This design comes from an exercise in tuning for small area, a short achievable clock period and few clock cycles on the open sky130 flow, not from production work. In this exercise RTL edits were held to simulation tests only and were not proved equivalent to the original.

## run a
// fmultiplier
module fmultiplier(
    input  wire        clk,
    input  wire        rst,
    input  wire        valid,       
    input  wire [31:0] a,
    input  wire [31:0] b,
    output reg  [31:0] z,
    output reg         out_valid    
);
==> flow/config.mk <==
export PLATFORM = sky130hd
export DESIGN_NAME = fmultiplier
export DESIGN_NICKNAME = fmultiplier
export VERILOG_FILES = /design/flow/design.v
export SDC_FILE = /design/flow/constraint.sdc
export NUM_CORES = 4
export LEC_CHECK = 0
export ABC_AREA = 0
export CAP_MARGIN = 20
export CORE_MARGIN = 2
export CORE_UTILIZATION = 40
export PLACE_DENSITY = 0.6
export SETUP_SLACK_MARGIN = 4.0
export SLEW_MARGIN = 20
export SYNTH_HIERARCHICAL = 1
==> flow/constraint.sdc <==
create_clock -name core_clock -period 10.0 [get_ports {clk}]
set_input_delay 2.0000 -clock core_clock [delete_from_list [all_inputs] [get_ports {clk}]]
set_output_delay 2.0000 -clock core_clock [all_outputs]
set_load 0.01 [all_outputs]
standard.sh (not shown) runs the stock make flow with config.mk's settings and CLKGATE_MAP_FILE= SYNTH_SCRIPT=/design/flow/synth_recipe.tcl, a recipe that flattens the netlist after the stock synthesis.
==> flow/flow/run.sh <==
#!/bin/bash
# Standard layout, with the ports buffered by buf cells instead of the delay
# buffer that buffer_ports picks by default.
export BUFFER_PORTS_ARGS="-buffer_cell sky130_fd_sc_hd__buf_2"
bash standard.sh > standard.log 2>&1
Testbench counts of run a, summed over its fixed seeds: cycles 16,082.
Input-level comparison between run b and run a:
==> flow/config.mk <==
export PLATFORM = sky130hd
export DESIGN_NAME = fmultiplier
export DESIGN_NICKNAME = fmultiplier
export VERILOG_FILES = /design/flow/design.v
export SDC_FILE = /design/flow/constraint.sdc
export NUM_CORES = 4
export LEC_CHECK = 0
export ABC_AREA = 1
export CAP_MARGIN = 20
export CORE_MARGIN = 2
export CORE_UTILIZATION = 40
export PLACE_DENSITY = 0.6
export SETUP_SLACK_MARGIN = 3.7
export SLEW_MARGIN = 20
export SYNTH_HIERARCHICAL = 1
Run b completed end to end with timing, DRC and antenna clean. The flow did not stop early for run a: all stages ran, and the layout cleared the timing, DRC and antenna checks. Per the comparison of run b with run a, count of vias placed by the detailed router shrank by 238; critical path depth shows a reduction of 4; sink count of the clock tree ~0 delta; worst setup slack saw an increase; floorplan die area decreased by about 3% relative to the old numbers. Compared with run a, non-clock buffer count in run b decreased by more than a quarter. Compared with run a, in run b flip-flop and latch count closely matched the old numbers; area after synthesis moved down; synthesized cell count up 12%.


== run B ==
Another version of the RTL of fmultiplier (not shown whole).
==> flow/config.mk <==
export PLATFORM = sky130hd
export DESIGN_NAME = fmultiplier
export DESIGN_NICKNAME = fmultiplier
export VERILOG_FILES = /design/flow/design.v
export SDC_FILE = /design/flow/constraint.sdc
export NUM_CORES = 4
export LEC_CHECK = 0
export ABC_AREA = 1
export CAP_MARGIN = 20
export CORE_MARGIN = 2
export CORE_UTILIZATION = 40
export PLACE_DENSITY = 0.6
export SETUP_SLACK_MARGIN = 3.5
export SLEW_MARGIN = 20
export SYNTH_HIERARCHICAL = 1
==> flow/constraint.sdc <==
create_clock -name core_clock -period 10.0 [get_ports {clk}]
set_input_delay 2.0000 -clock core_clock [delete_from_list [all_inputs] [get_ports {clk}]]
set_output_delay 2.0000 -clock core_clock [all_outputs]
set_load 0.01 [all_outputs]
Scripts as last shown in full above: flow/flow/run.sh
Run B completed every stage of the flow, and the final layout passed the timing, DRC and antenna checks.
Testbench counts of run B, summed over its fixed seeds: cycles 16,137.
## Diff of input files: run C against run B
Settings: SETUP_SLACK_MARGIN changed from 3.5 to 4.0.
Notes after the runs:
Compared with run B, run C shows total routed wire length on the met1 layer higher by about 1%.
[compare] base=run B new=run C: register cell area after layout saw little to no change; routability congestion estimate from global placement shows no meaningful change.
Compared with run B, run C shows a lower register fraction of the total cell area.
The final reports for run C and run B show worst hold slack lower in the former.
Any difference in total routing resource utilization after global routing between run B and run C is small enough to ignore.
Critical path depth delta for run C relative to run B: 14 lower
Compared with run B, in run C standard cell core area held; wire length on met3 picked up an extra 16%.

[port drivers added, routing unchanged]
How much do the figures lean on ideal ports? The routed layouts below were timed once more, with nothing changed but the port constraints.
Step 1, drivers: a clkbuf_16 drives clk and a buf_2 each remaining input, both assumed.
Step 2 times the ports against the registers' clock, not the clock port: input delays grow and output delays shrink by t, the midpoint of the rising clock arrivals with the driver on.
Slacks: ideal / step 1 / step 2; pairs: ideal / step 1.
| run | t (ns) | slack for setup (ns) | worst setup path at the end | clock arrival spread, ns | cell pins on the clock port's net |
|---|---|---|---|---|---|
| run a of note 1 | 0.499 | 3.617 / 3.560 / 3.529 | input to register | 0.021 / 0.022 | 1 |
| run b of note 1 | 0.514 | 3.765 / 3.767 / 3.283 | input to register | 0.020 / 0.020 | 1 |
| run B of note 2 | 0.513 | 3.754 / 3.695 / 3.287 | input to register | 0.016 / 0.016 | 1 |
| run C of note 2 | 0.514 | 3.997 / 4.001 / 3.525 | input to register | 0.016 / 0.015 | 1 |
After both steps every run listed still meets setup and hold. For run b of note 1, which loses most, drivers alone change the setup slack by +0.002 ns; drivers and shift together by -0.482 ns.
